This design comes from an exercise in tuning for small area on the open sky130 flow, not from production work.
In this exercise RTL edits were held to simulation tests only and were not proved equivalent to the original.
Power figures rest on the tool's default switching activity, not on a simulated workload.

==> module icache_intc_top, before the edit <==
module icache_intc_top (
   input  logic          clk_i,
   input  logic          rst_ni,
   input  logic [7:0]    request_i,
   input  logic [255:0]  address_i,
   output logic [7:0]    grant_o,
   output logic [7:0]    response_o,
   output logic [255:0]  read_data_o,
   output logic [15:0]   request_o,
   output logic [511:0]  address_o,
   output logic [127:0]  UID_o,
   input  logic [15:0]   grant_i,
   input  logic [511:0]  read_data_i,
   input  logic [15:0]   response_i,
   input  logic [127:0]  response_UID_i
);
   logic [15:0][7:0] r;       
   logic [15:0][7:0] win;     
   logic [15:0][7:0] win2;    
   logic [15:0]      bank_en;  
   logic [15:0][2:0] flag_q;  
   for (genvar k = 0; k < 8; k++) begin : g_dec
      logic [3:0] a, an;
      logic [3:0] lo_n, hi_n;
      assign a = address_i[32*k+2 +: 4];
      for (genvar b = 0; b < 4; b++) begin : g_inv
         icache_intc_inv i_inv (.a_i(a[b]), .y_o(an[b]));
      end
      for (genvar x = 0; x < 4; x++) begin : g_pre
         icache_intc_nand2 i_lo (.a_i(x[0] ? a[0] : an[0]), .b_i(x[1] ? a[1] : an[1]), .y_o(lo_n[x]));
         icache_intc_nand3 i_hi (.a_i(request_i[k]), .b_i(x[0] ? a[2] : an[2]),
                                 .c_i(x[1] ? a[3] : an[3]), .y_o(hi_n[x]));
      end
      for (genvar j = 0; j < 16; j++) begin : g_bank
         icache_intc_nor2 i_r (.a_i(lo_n[j%4]), .b_i(hi_n[j/4]), .y_o(r[j][k]));
      end
   end
   for (genvar j = 0; j < 16; j++) begin : g_req
      icache_intc_arb8 i_arb (
         .r_i     ( r[j]         ),
         .flag_i  ( flag_q[j]    ),
         .win_o   ( win[j]       ),
         .win2_o  ( win2[j]      ),
         .req_o   ( request_o[j] )
      );
      assign UID_o[8*j +: 8] = win[j];
      logic [2:0] flag_d;
      icache_intc_and2 i_en  (.a_i(request_o[j]), .b_i(grant_i[j]), .y_o(bank_en[j]));
      icache_intc_inc3 i_inc (.q_i(flag_q[j]), .en_i(bank_en[j]), .d_o(flag_d));
      for (genvar i = 0; i < 32; i++) begin : g_abit
         if (i >= 2 && i < 6) begin : g_const
            assign address_o[32*j+i] = j[i-2];
         end else begin : g_sel
            logic [7:0] d;
            for (genvar k = 0; k < 8; k++) begin : g_d
               assign d[k] = address_i[32*k+i];
            end
            logic [7:0] s;
            assign s = (i < 18) ? win[j] : win2[j];
            icache_intc_aosel8 i_sel (.s_i(s), .d_i(d), .y_o(address_o[32*j+i]));
         end
      end
      always_ff @(posedge clk_i or negedge rst_ni) begin
         if (!rst_ni)
            flag_q[j] <= '0;
         else
            flag_q[j] <= flag_d;
      end
   end
   for (genvar k = 0; k < 8; k++) begin : g_core
      logic [15:0] sel_n;        
      logic [15:0] sel, sel2;    
      logic [15:0] wk;
      for (genvar j = 0; j < 16; j++) begin : g_bank
         icache_intc_nand2 i_seln (.a_i(response_i[j]), .b_i(response_UID_i[8*j+k]), .y_o(sel_n[j]));
         icache_intc_inv   i_sel  (.a_i(sel_n[j]), .y_o(sel[j]));
         icache_intc_inv   i_sel2 (.a_i(sel_n[j]), .y_o(sel2[j]));
         assign wk[j] = win2[j][k];
      end
      icache_intc_aosel16 i_gnt (.s_i(wk), .d_i(bank_en), .y_o(grant_o[k]));
      icache_intc_nand16  i_rsp (.a_i(sel_n), .y_o(response_o[k]));
      for (genvar i = 0; i < 32; i++) begin : g_dbit
         logic [15:0] d;
         for (genvar j = 0; j < 16; j++) begin : g_d
            assign d[j] = read_data_i[32*j+i];
         end
         logic [15:0] s;
         assign s = (i < 16) ? sel : sel2;
         icache_intc_aosel16 i_sel (.s_i(s), .d_i(d), .y_o(read_data_o[32*k+i]));
      end
   end
endmodule
==> module icache_intc_aosel16, before the edit <==
module icache_intc_aosel16 (
   input  logic [15:0] s_i,
   input  logic [15:0] d_i,
   output logic        y_o
);
   logic [3:0] n;
   logic       m, p;
   for (genvar g = 0; g < 4; g++) begin : g_aoi
      icache_intc_aoi222 i_a (.a_i(s_i[3*g +: 3]), .b_i(d_i[3*g +: 3]), .y_o(n[g]));
   end
   icache_intc_nand4 i_m  (.a_i(n), .y_o(m));
   icache_intc_ao221 i_p  (.a_i(s_i[13:12]), .b_i(d_i[13:12]), .c_i(m), .y_o(p));
   icache_intc_ao221 i_o  (.a_i(s_i[15:14]), .b_i(d_i[15:14]), .c_i(p), .y_o(y_o));
endmodule
==> module icache_intc_nand16, before the edit <==
module icache_intc_nand16 (
   input  logic [15:0] a_i,
   output logic        y_o
);
   logic [3:0] n;
   for (genvar g = 0; g < 4; g++) begin : g_nand
      icache_intc_nand4 i_n (.a_i(a_i[4*g +: 4]), .y_o(n[g]));
   end
   icache_intc_or4 i_o (.a_i(n), .y_o(y_o));
endmodule
==> module icache_intc_nand4, before the edit <==
module icache_intc_nand4 (
   input  logic [3:0] a_i,
   output logic       y_o
);
   assign y_o = ~&a_i;
endmodule
Settings: LEC_CHECK=0, CAP_MARGIN=20, CELL_PAD_IN_SITES_DETAIL_PLACEMENT=1, CELL_PAD_IN_SITES_GLOBAL_PLACEMENT=2, CORE_AREA=4 4 516 516, DIE_AREA=0 0 520 520, GPL_TIMING_DRIVEN=0, PLACE_DENSITY=0.3, SLEW_MARGIN=20, SYNTH_HIERARCHICAL=1; clock period 10.0 ns.
standard.sh (not shown) runs the stock make flow with config.mk's settings and CLKGATE_MAP_FILE= SYNTH_SCRIPT=/design/flow/synth_recipe.tcl, a recipe that flattens the netlist after the stock synthesis.
==> flow/flow/run.sh <==
#!/bin/bash
# Layout flow: the standard ORFS flow (standard.sh), run in steps, with these changes to
# how the layout is made:
#  - the synthesis is standard.sh's, unchanged;
#  - after the floorplan (flow/fp_post.tcl), the buffers that synthesis put between tie cells
#    and constant outputs are removed (the timing-driven placement that would remove them is
#    off), and the constant outputs share one tie cell per value;
#  - port buffers are buf_1 (buffer_ports otherwise picks a 10 um^2 delay buffer);
#  - IO pins may sit on adjacent routing tracks, except near the clock port, which is placed
#    in the middle of the left edge (flow/clk_pin.tcl).
# Each step's full output goes to a log file of its own in this folder; ORFS's own logs are
# under orfs/logs.
set -euo pipefail
HERE=$(pwd)
RES=orfs/results/$FLOW_PLATFORM/icache_intc_top/base
DIE_H=$(sed -n 's/^export DIE_AREA = [0-9.]* [0-9.]* [0-9.]* \([0-9.]*\).*/\1/p' config.mk)
YMID=$(python3 -c "print(float('$DIE_H')/2)")
EXCL=$(python3 -c "print('left:%g-%g' % ($YMID-5, $YMID+5))")
EXTRA=(
  "BUFFER_PORTS_ARGS=-buffer_cell sky130_fd_sc_hd__buf_1"
  "PLACE_PINS_ARGS=-min_distance 1 -min_distance_in_tracks -exclude $EXCL"
  "PRE_IO_PLACEMENT_TCL=$HERE/flow/clk_pin.tcl"
)

bash standard.sh synth > log_synth.log 2>&1
bash standard.sh "${EXTRA[@]}" floorplan > log_floorplan.log 2>&1

ODB=$RES/2_floorplan.odb LIB=$FLOW_HOME/platforms/sky130hd/lib/sky130_fd_sc_hd__tt_025C_1v80.lib \
  openroad -no_init -exit flow/fp_post.tcl > log_fp_post.log 2>&1

bash standard.sh "${EXTRA[@]}" "${@:-finish}" > log_finish.log 2>&1
Other scripts of this flow, unchanged in this note and not shown: flow/flow/clk_pin.tcl, flow/flow/fp_post.tcl
==> next run, changes <==
--- a/flow/design.v
+++ b/flow/design.v
@@ -68,17 +68,15 @@
       end
    end
    for (genvar k = 0; k < 8; k++) begin : g_core
-      logic [15:0] sel_n;        
       logic [15:0] sel, sel2;    
       logic [15:0] wk;
       for (genvar j = 0; j < 16; j++) begin : g_bank
-         icache_intc_nand2 i_seln (.a_i(response_i[j]), .b_i(response_UID_i[8*j+k]), .y_o(sel_n[j]));
-         icache_intc_inv   i_sel  (.a_i(sel_n[j]), .y_o(sel[j]));
-         icache_intc_inv   i_sel2 (.a_i(sel_n[j]), .y_o(sel2[j]));
+         icache_intc_and2 i_sel  (.a_i(response_i[j]), .b_i(response_UID_i[8*j+k]), .y_o(sel[j]));
+         icache_intc_and2 i_sel2 (.a_i(response_i[j]), .b_i(response_UID_i[8*j+k]), .y_o(sel2[j]));
          assign wk[j] = win2[j][k];
       end
       icache_intc_aosel16 i_gnt (.s_i(wk), .d_i(bank_en), .y_o(grant_o[k]));
-      icache_intc_nand16  i_rsp (.a_i(sel_n), .y_o(response_o[k]));
+      icache_intc_or16    i_rsp (.a_i(sel), .y_o(response_o[k]));
       for (genvar i = 0; i < 32; i++) begin : g_dbit
          logic [15:0] d;
          for (genvar j = 0; j < 16; j++) begin : g_d
@@ -151,22 +149,22 @@
    input  logic [15:0] d_i,
    output logic        y_o
 );
-   logic [3:0] n;
-   logic       m, p;
-   for (genvar g = 0; g < 4; g++) begin : g_aoi
+   logic [4:0] n;
+   logic [1:0] m;
+   for (genvar g = 0; g < 5; g++) begin : g_aoi
       icache_intc_aoi222 i_a (.a_i(s_i[3*g +: 3]), .b_i(d_i[3*g +: 3]), .y_o(n[g]));
    end
-   icache_intc_nand4 i_m  (.a_i(n), .y_o(m));
-   icache_intc_ao221 i_p  (.a_i(s_i[13:12]), .b_i(d_i[13:12]), .c_i(m), .y_o(p));
-   icache_intc_ao221 i_o  (.a_i(s_i[15:14]), .b_i(d_i[15:14]), .c_i(p), .y_o(y_o));
-endmodule
-module icache_intc_nand16 (
+   icache_intc_nand3 i_m0 (.a_i(n[0]), .b_i(n[1]), .c_i(n[2]), .y_o(m[0]));
+   icache_intc_nand2 i_m1 (.a_i(n[3]), .b_i(n[4]), .y_o(m[1]));
+   icache_intc_ao211 i_o  (.a_i({s_i[15], d_i[15]}), .b_i(m[0]), .c_i(m[1]), .y_o(y_o));
+endmodule
+module icache_intc_or16 (
    input  logic [15:0] a_i,
    output logic        y_o
 );
    logic [3:0] n;
-   for (genvar g = 0; g < 4; g++) begin : g_nand
-      icache_intc_nand4 i_n (.a_i(a_i[4*g +: 4]), .y_o(n[g]));
+   for (genvar g = 0; g < 4; g++) begin : g_or
+      icache_intc_or4 i_n (.a_i(a_i[4*g +: 4]), .y_o(n[g]));
    end
    icache_intc_or4 i_o (.a_i(n), .y_o(y_o));
 endmodule
@@ -197,6 +195,14 @@
 );
    assign y_o = (a_i[0] & b_i[0]) | (a_i[1] & b_i[1]) | c_i;
 endmodule
+module icache_intc_ao211 (
+   input  logic [1:0] a_i,
+   input  logic       b_i,
+   input  logic       c_i,
+   output logic       y_o
+);
+   assign y_o = (&a_i) | b_i | c_i;
+endmodule
 module icache_intc_o21bai (
    input  logic a1_i,
    input  logic a2_i,
@@ -205,12 +211,6 @@
 );
    assign y_o = ~((a1_i | a2_i) & ~b1n_i);
 endmodule
-module icache_intc_nand4 (
-   input  logic [3:0] a_i,
-   output logic       y_o
-);
-   assign y_o = ~&a_i;
-endmodule
 module icache_intc_or4 (
    input  logic [3:0] a_i,
    output logic       y_o
Power grows by 1.4%. Worst setup slack is better by 0.55 ns. Sequential share of layout area hardly moves. Fmax climbs by 7.2%. Die area does not change. Combinational power rose by about 2%. Global-route usage goes up by 0.90 points.

what the ideal ports hide:
No port has a modelled driver above. Below, the same layouts with a new extraction and two added sets of constraints.
Step 1 (the two cells are an assumption about what drives the block):
set clk [get_ports {clk_i}]
set_driving_cell -lib_cell sky130_fd_sc_hd__clkbuf_16 $clk
set_driving_cell -lib_cell sky130_fd_sc_hd__buf_2 [delete_from_list [all_inputs] $clk]
Step 2 adds t to the input delays and takes it off the output delays; t is the mean of the earliest and latest rising clock arrival at the registers after step 1. Input paths then give back, and output paths get back, about the clock's delay inside the block.
Three values: no drivers, after step 1, after step 2; two values: the first two.
run	shift t [ns]	setup WS [ns]	worst hold slack (ns)	worst setup path after step 2	worst data-port slew with drivers (ns)
the first run	0.377	1.751 / 1.717 / 1.717	0.469 / 0.469 / 0.469	input to output	0.33
the second run	0.406	2.302 / 2.274 / 2.274	0.469 / 0.469 / 0.469	input to output	0.42
After both steps setup and hold are still met in every run listed. For the first run, which loses most, drivers alone change the setup slack by -0.034 ns; drivers and shift together by -0.034 ns.
